What follows belongs to an exercise in optimizing a design on an open flow for small area and a short achievable clock period; a production flow would make more cautious choices.
Where RTL was checked, it was by simulation tests only, not by an equivalence proof against the original.

Setup of job 5926:
// bit_population_counter
module bit_population_counter #(
  parameter WIDTH                 = 256
) (
  input  logic                    clk_i,
  input  logic                    srst_i,
  input  logic [WIDTH-1:0]        data_i,
  input  logic                    data_val_i,
  output logic [$clog2(WIDTH):0]  data_o,
  output logic                    data_val_o
);
logic [18:0] cs_d, cs_q;
logic s1, c2, s3, c4, s5, c6, s7, c8, s9, c10, s11, c12, s13, c14, s15, c16;
logic s17, c18, s19, c20, s21, c22, s23, c24, s25, c26, s27, c28, s29, c30, s31, c32;
logic s33, c34, s35, c36, s37, c38, s39, c40, s41, c42, s43, c44, s45, c46, s47, c48;
logic s49, c50, s51, c52, s53, c54, s55, c56, s57, c58, s59, c60, s61, c62, s63, c64;
logic s65, c66, s67, c68, s69, c70, s71, c72, s73, c74, s75, c76, s77, c78, s79, c80;
logic s81, c82, s83, c84, s85, c86, s87, c88, s89, c90, s91, c92, s93, c94, s95, c96;
logic s97, c98, s99, c100, s101, c102, s103, c104, s105, c106, s107, c108, s109, c110, s111, c112;
logic s113, c114, s115, c116, s117, c118, s119, c120, s121, c122, s123, c124, s125, c126, s127, c128;
logic s129, c130, s131, c132, s133, c134, s135, c136, s137, c138, s139, c140, s141, c142, s143, c144;
logic s145, c146, s147, c148, s149, c150, s151, c152, s153, c154, s155, c156, s157, c158, s159, c160;
logic s161, c162, s163, c164, s165, c166, s167, c168, s169, c170, s171, c172, s173, c174, s175, c176;
logic s177, c178, s179, c180, s181, c182, s183, c184, s185, c186, s187, c188, s189, c190, s191, c192;
logic s193, c194, s195, c196, s197, c198, s199, c200, s201, c202, s203, c204, s205, c206, s207, c208;
logic s209, c210, s211, c212, s213, c214, s215, c216, s217, c218, s219, c220, s221, c222, s223, c224;
logic s225, c226, s227, c228, s229, c230, s231, c232, s233, c234, s235, c236, s237, c238, s239, c240;
logic s241, c242, s243, c244, s245, c246, s247, c248, s249, c250, s251, c252, s253, c254, s255, c256;
logic s257, c258, s259, c260, s261, c262, s263, c264, s265, c266, s267, c268, s269, c270, s271, c272;
logic s273, c274, s275, c276, s277, c278, s279, c280, s281, c282, s283, c284, s285, c286, s287, c288;
logic s289, c290, s291, c292, s293, c294, s295, c296, s297, c298, s299, c300, s301, c302, s303, c304;
  ...
Settings: LEC_CHECK=0, ABC_AREA=1, CAP_MARGIN=20, CORE_MARGIN=2, CORE_UTILIZATION=40, CTS_BUF_LIST=sky130_fd_sc_hd__clkbuf_8, SLEW_MARGIN=20, SYNTH_HIERARCHICAL=1; clock period 11.0 ns.
standard.sh (not shown) runs the stock make flow with config.mk's settings and CLKGATE_MAP_FILE= SYNTH_SCRIPT=/design/flow/synth_recipe.tcl, a recipe that flattens the netlist after the stock synthesis.
==> flow/flow/run.sh <==
#!/bin/bash
# The standard layout, with plain buf_1 cells as the port buffers and a small clock tree.
set -euo pipefail
export BUFFER_PORTS_ARGS="-buffer_cell sky130_fd_sc_hd__buf_1"
export CTS_ARGS="-sink_clustering_enable -repair_clock_nets -dont_use_dummy_load -buf_list sky130_fd_sc_hd__clkbuf_8"
bash standard.sh > standard.log 2>&1
Setup changes, job 5926 to job 4092
Settings: removing ABC_AREA (formerly 1); removing CTS_BUF_LIST (formerly sky130_fd_sc_hd__clkbuf_8).
==> flow/run.sh (new file) <==
#!/bin/bash
# synth_recipe.tcl (not shown) runs the flow's synth.tcl, then flattens the netlist and writes it again
# the make line also repeats each setting of config.mk as NAME=value (left out here)
make -C /OpenROAD-flow-scripts/flow DESIGN_CONFIG=/design/flow/config.mk WORK_HOME=/design/flow/orfs CLKGATE_MAP_FILE= SYNTH_SCRIPT=/design/flow/synth_recipe.tcl finish
removed: flow/flow/run.sh
removed: flow/standard.sh
### Flow results
Job 4092 vs job 5926 — top achievable clock speed dropped about 6%. Job 4092 -> job 5926: cell depth of the worst setup path delta 0, exact match. Across both runs, average wire length per cell after detail routing was higher for job 4092 than for job 5926. Job 4092 packs its core more tightly than job 5926. Post-route cell area delta for job 4092 relative to job 5926: about 25% higher. data_i[33] as the timing startpoint of the critical path was reported by job 4092, and data_i[114] by job 5926. Between job 4092 and job 5926, the difference in maximum fanout along the worst path is negligible. Per the comparison of job 4092 with job 5926, area after detailed placement now sits higher, proportion of cell area occupied by registers now sits lower, detailed-placement wirelength estimate now sits higher. Re sequential cell count: no difference whatsoever between job 4092 and job 5926.
The inputs of job 2151 differ from those of job 4092 as listed below.
Settings: setting CTS_BUF_LIST to sky130_fd_sc_hd__clkbuf_4 for the first time; setting ABC_AREA to 1 for the first time.
==> flow/flow/run.sh (new file) <==
#!/bin/bash
# The standard layout, with plain buf_1 cells as the port buffers and a small clock tree.
set -euo pipefail
export BUFFER_PORTS_ARGS="-buffer_cell sky130_fd_sc_hd__buf_1"
export CTS_ARGS="-sink_clustering_enable -repair_clock_nets -dont_use_dummy_load -buf_list sky130_fd_sc_hd__clkbuf_4"
bash standard.sh > standard.log 2>&1
==> flow/standard.sh (new file) <==
#!/bin/bash
# synth_recipe.tcl (not shown) runs the flow's synth.tcl, then flattens the netlist and writes it again
# the make line also repeats each setting of config.mk as NAME=value (left out here)
make -C /OpenROAD-flow-scripts/flow DESIGN_CONFIG=/design/flow/config.mk WORK_HOME=/design/flow/orfs CLKGATE_MAP_FILE= SYNTH_SCRIPT=/design/flow/synth_recipe.tcl "${@:-finish}"
removed: flow/run.sh
--- outcome ---
- [job 2151 vs job 4092] worst setup slack: higher in job 2151
- Sort job 4092 and job 2151 by number of vias per cell after detailed routing desc -> top: job 4092
- Diff job 2151..job 4092 | final-layout clock buffer total | unchanged
- Minimum period implied by the final worst setup slack in job 2151 vs job 4092: down 0.43 ns
- What job 4092 reported for first-iteration DRC count has to be multiplied by 1.6 to get the figure for job 2151.
- When job 2151 is measured against job 4092, its core utilization turns out 13 points lower.
- The die area was comparable across job 4092 and job 2151.
- Changes observed in job 2151 relative to job 4092: wire length now sits lower, sequential share of cell area now sits higher, synthesis-to-layout area growth now sits lower.
### job 2151 -> job 7533
Settings: a deleted ABC_AREA that had been 1; a deleted CTS_BUF_LIST that had been sky130_fd_sc_hd__clkbuf_4.
==> flow/flow/run.sh <==
#!/bin/bash
# The standard layout, with plain buf_1 cells as the port buffers.
set -euo pipefail
export BUFFER_PORTS_ARGS="-buffer_cell sky130_fd_sc_hd__buf_1"
bash standard.sh > standard.log 2>&1
==> comparison <==
Job 7533 closes out successfully: all stages finished, all timing, DRC and antenna checks passed. Summary — global-route usage, job 7533 relative to job 2151: lower, by 0.69 points. There was hardly any difference in area of the die between job 2151 and job 7533. The setup slack in job 7533 sits 0.065 ns below the value recorded for job 2151. Via count essentially unchanged between job 7533 and job 2151. The post-place setup slack reported for job 7533 is smaller than that of job 2151 by 0.025 ns. Taking job 2151 as the reference point, the instance count of the mapped netlist of job 7533 falls by about 0.35%.

---

bit_population_counter, a different RTL version from the one above (not shown whole).
Size in the first run: roughly 270 I/O pins, about 6000 µm² of cells after synthesis.
export LEC_CHECK = 0
export CAP_MARGIN = 20
export CORE_MARGIN = 2
export CORE_UTILIZATION = 65
export CTS_BUF_LIST = sky130_fd_sc_hd__clkbuf_8
export SLEW_MARGIN = 20
export SYNTH_HIERARCHICAL = 1
create_clock -name core_clock -period 11.0 [get_ports {clk_i}]
==> flow/flow/run.sh <==
#!/bin/bash
# The standard layout (standard.sh), with plain buf_1 cells as the port buffers and a
# small clock tree. The make output goes to standard.log; each ORFS step logs to orfs/logs/.
set -euo pipefail
export BUFFER_PORTS_ARGS="-buffer_cell sky130_fd_sc_hd__buf_1"
export CTS_ARGS="-sink_clustering_enable -repair_clock_nets -dont_use_dummy_load -buf_list sky130_fd_sc_hd__clkbuf_8"
bash standard.sh > standard.log 2>&1
The starting point produced a clean layout.
Rerun with:
- CORE_UTILIZATION: 65 -> 40
- die area climbs by about 60%
- synthesized cell count stays the same
- hold slack degrades by 0.020 ns
- count of clock-buffer cells in the layout stays the same
- wire length fell by about 22%
No functional check of the RTL was part of any run of this note.

---

bit_population_counter, a different RTL version from the one above (not shown whole).
Size in the first run: ~290 cells after synthesis, ~0.0055 sq mm of cells after synthesis.
clock: 11.0 ns
lec_check: 0
cap_margin: 20
core_margin: 2
core_utilization: 65
cts_buf_list: sky130_fd_sc_hd__clkbuf_8
slew_margin: 20
synth_hierarchical: 1
Scripts as last shown in full above: flow/flow/run.sh
The first run produced a clean layout.
Then changed:
- CORE_UTILIZATION: 65 -> 40
Outcome:
- The changed run produced a clean layout
- routed wire length hardly moves
- worst setup slack gets worse by 0.041 ns
No functional check of the RTL was part of any run of this note.

---

north:
Another version of the RTL of bit_population_counter (not shown whole).
Size: about 290 cells after synthesis, roughly 21 flip-flops, ~270 I/O pins.
==> flow/config.mk <==
export PLATFORM = sky130hd
export DESIGN_NAME = bit_population_counter
export DESIGN_NICKNAME = bit_population_counter
export VERILOG_FILES = /design/flow/design.v
export SDC_FILE = /design/flow/constraint.sdc
export NUM_CORES = 4
export LEC_CHECK = 0
export CAP_MARGIN = 20
export CORE_MARGIN = 2
export CORE_UTILIZATION = 65
export CTS_BUF_LIST = sky130_fd_sc_hd__clkbuf_8
export SLEW_MARGIN = 20
export SYNTH_HIERARCHICAL = 1
==> flow/constraint.sdc <==
create_clock -name core_clock -period 11.0 [get_ports {clk_i}]
set_input_delay 2.2000 -clock core_clock [delete_from_list [all_inputs] [get_ports {clk_i}]]
set_output_delay 2.2000 -clock core_clock [all_outputs]
set_load 0.01 [all_outputs]
==> flow/flow/run.sh <==
#!/bin/bash
# The standard layout (standard.sh), with plain buf_1 cells as the port buffers and a
# small clock tree. The make output goes to standard.log; each ORFS step logs to orfs/logs/.
set -euo pipefail
export BUFFER_PORTS_ARGS="-buffer_cell sky130_fd_sc_hd__buf_1"
export CTS_ARGS="-sink_clustering_enable -repair_clock_nets -dont_use_dummy_load -buf_list sky130_fd_sc_hd__clkbuf_8"
export SETUP_SLACK_MARGIN=5.6
bash standard.sh > standard.log 2>&1
diff inputs: north => south
- PLACE_DENSITY now 0.85, previously not set
==> flow/flow/run.sh <==
#!/bin/bash
# The standard layout (standard.sh), with plain buf_1 cells as the port buffers and a
# small clock tree. The make output goes to standard.log; each ORFS step logs to orfs/logs/.
set -euo pipefail
export BUFFER_PORTS_ARGS="-buffer_cell sky130_fd_sc_hd__buf_1"
export CTS_ARGS="-sink_clustering_enable -repair_clock_nets -dont_use_dummy_load -buf_list sky130_fd_sc_hd__clkbuf_8"
bash standard.sh > standard.log 2>&1
For north, the launch point of the critical path was data_i[123], unlike south, where it was data_i[114].
The number of signal-net buffers in the layout of south falls short of that of north by 0.37%.
Endpoint required time on the critical path was higher in the run labelled south.
Signed area change from the synthesized netlist to the final layout in south vs north: down 9.2 points
south against north: number of global-route vias before repair shows a reduction of 268.
From north to south the numbers moved as follows: total track usage decreased 3.4 points, slew at the pin with the worst max-slew slack decreased 32 ps.
--- input diff south..east ---
- removing PLACE_DENSITY (formerly 0.85)
==> summary.txt <==
- east finished end to end and its layout was clean on timing, DRC and antenna.
- As far as count of clock-buffer cells in the layout goes, south and east are indistinguishable; the numbers are identical.
- Detailed route wirelength on metal3: east > south
- Placed wire-length estimate after detailed placement | east below south
- [compare] base=south new=east: number of non-clock buffers in the layout has remained practically unchanged, all-layer global routing usage about even.
- ~same cell area after placement in east and south
- Comparing south with east, the fmax came out essentially unchanged.
- In the metrics for east and south, the one carrying the higher largest net degree at the start of global routing is south.
- Comparing transition time of the tightest slew-check pin for east and south, the smaller number came from south.
Input-level comparison between west and east:
- CORE_UTILIZATION now 40, was 65
==> comparison <==
The faster design of the two is east; west tops out lower. In the tables for west and east, global-route usage reads higher with east. Proportion of cell area occupied by registers of east is on par with west. Non-clock buffer count came out exactly the same in west and east. Count of nets after finishing: east vs west identical. The portion of the layout cell area used by clock cells on west is in line with that on east. west -> east: maximum fanout encountered on the critical timing path delta 0, exact match. east → west: met2 global-route usage fell 20 points.
Changes in middle relative to west:
- CORE_UTILIZATION: 40 -> 75
middle: DPL-0033 in clock tree synthesis (4_1_cts) -> run aborted. Going from west to middle, effective utilization at floorplan went up, cell area after placement went down. Looking at placer's final routability congestion estimate, middle sits 4.3% above west. From west to middle the numbers moved as follows: count of unique library cells instantiated by Yosys saw little to no change; die width fell by 26%.

---

bit_population_counter, a different RTL version from the one above (not shown whole).
Size: roughly 320 cells after synthesis, about 25 flip-flops, roughly 270 I/O pins, roughly 0.0057 mm^2 of cells after synthesis.
Settings: LEC_CHECK=0, CAP_MARGIN=20, CORE_MARGIN=2, CORE_UTILIZATION=40, CTS_BUF_LIST=sky130_fd_sc_hd__clkbuf_8, SLEW_MARGIN=20, SYNTH_HIERARCHICAL=1; clock period 11.0 ns.
==> flow/flow/run.sh <==
#!/bin/bash
# The standard layout (standard.sh), with plain buf_1 cells as the port buffers and a
# small clock tree. The make output goes to standard.log; each ORFS step logs to orfs/logs/.
set -euo pipefail
export BUFFER_PORTS_ARGS="-buffer_cell sky130_fd_sc_hd__buf_1"
export CTS_ARGS="-sink_clustering_enable -sink_clustering_size 50 -sink_clustering_max_diameter 400 -repair_clock_nets -dont_use_dummy_load -buf_list sky130_fd_sc_hd__clkbuf_16 -root_buf sky130_fd_sc_hd__clkbuf_16"
bash standard.sh > standard.log 2>&1
The baseline finished with timing, DRC and antenna clean.
Rerun with:
==> flow/flow/run.sh (replaced) <==
#!/bin/bash
# The standard layout (standard.sh), with plain buf_1 cells as the port buffers and a
# small clock tree. The make output goes to standard.log; each ORFS step logs to orfs/logs/.
set -euo pipefail
export BUFFER_PORTS_ARGS="-buffer_cell sky130_fd_sc_hd__buf_1"
export CTS_ARGS="-sink_clustering_enable -repair_clock_nets -dont_use_dummy_load -buf_list sky130_fd_sc_hd__clkbuf_8"
bash standard.sh > standard.log 2>&1
- CORE_UTILIZATION: 40 -> 65
After rerunning: The changed run produced a clean layout; critical path depth is unchanged; setup slack gets worse by 0.034 ns; die area falls by 37%; sequential share of layout area rises by 0.13 points; wire length falls by 4.2%; design area falls by 1.8%.
Rerun with:
--- a/flow/flow/run.sh
+++ b/flow/flow/run.sh
@@ -4,4 +4,4 @@
 set -euo pipefail
 export BUFFER_PORTS_ARGS="-buffer_cell sky130_fd_sc_hd__buf_1"
-export CTS_ARGS="-sink_clustering_enable -repair_clock_nets -dont_use_dummy_load -buf_list sky130_fd_sc_hd__clkbuf_8"
+export CTS_ARGS="-sink_clustering_enable -sink_clustering_size 50 -sink_clustering_max_diameter 400 -repair_clock_nets -dont_use_dummy_load -buf_list sky130_fd_sc_hd__clkbuf_8"
 bash standard.sh > standard.log 2>&1
- CORE_UTILIZATION: 65 -> 40
What happened: Synthesized cell count stays the same. Worst hold slack gets better by 0.021 ns. Final area grows by about 1.3%. Critical path depth is unchanged. Routed wire length grows by about 4%. Sequential share of layout area barely changes.
Rerun with:
==> flow/flow/run.sh (replaced) <==
#!/bin/bash
# The standard layout (standard.sh), with plain buf_1 cells as the port buffers and a
# small clock tree. The make output goes to standard.log; each ORFS step logs to orfs/logs/.
set -euo pipefail
export BUFFER_PORTS_ARGS="-buffer_cell sky130_fd_sc_hd__buf_1"
export CTS_ARGS="-sink_clustering_enable -repair_clock_nets -dont_use_dummy_load -buf_list sky130_fd_sc_hd__clkbuf_8"
bash standard.sh > standard.log 2>&1
=> Setup slack stays the same; wire length is unchanged; synthesized cell count stays the same; die area does not change; cell area stays the same; clock-buffer cell count does not change; sequential share of layout area does not change; fmax is unchanged.
No functional check of the RTL was part of any run of this note.

==> re-timing with driven ports <==
No port has a modelled driver above. Below, the same layouts with a new extraction and two added sets of constraints.
Step 1 assumes that a clkbuf_16 drives the clock port and a buf_2 every other input.
Step 2, shift: input delay + t, output delay - t, t = (earliest + latest rising clock arrival at the registers) / 2. This alone moves slack from input paths to output paths.
a / b / c = ideal / step 1 / step 2; a / b = the first two.
run	t (ns)	setup WS [ns]	slew at the worst register clock pin (ns)
job 5926	0.279	5.184 / 5.191 / 4.913	0.07 / 0.07
job 4092	0.278	4.807 / 4.811 / 4.534	0.05 / 0.05
job 2151	0.322	5.239 / 5.246 / 4.924	0.11 / 0.11
job 7533	0.281	5.174 / 5.179 / 4.898	0.06 / 0.06
the first run of note 2	0.296	5.540 / 5.511 / 5.329	0.10 / 0.10
the second run of note 2	0.293	5.633 / 5.606 / 5.481	0.09 / 0.09
the first run of note 3	0.282	5.288 / 5.293 / 5.011	0.07 / 0.07
the second run of note 3	0.282	5.247 / 5.255 / 4.973	0.08 / 0.08
north	0.276	5.298 / 5.287 / 5.011	0.08 / 0.08
south	0.281	5.301 / 5.303 / 5.022	0.08 / 0.08
east	0.283	5.303 / 5.297 / 5.013	0.07 / 0.07
west	0.285	5.283 / 5.288 / 5.003	0.07 / 0.07
the first run of note 5	0.288	5.442 / 5.455 / 5.167	0.07 / 0.07
the second run of note 5	0.292	5.408 / 5.412 / 5.120	0.08 / 0.08
the third run of note 5	0.292	5.463 / 5.472 / 5.179	0.10 / 0.10
the fourth run of note 5	0.292	5.463 / 5.472 / 5.179	0.10 / 0.10
After both steps every run listed still meets setup and hold. The setup slack of job 2151, which loses most, moves by +0.007 ns with the drivers and by -0.315 ns with both steps.
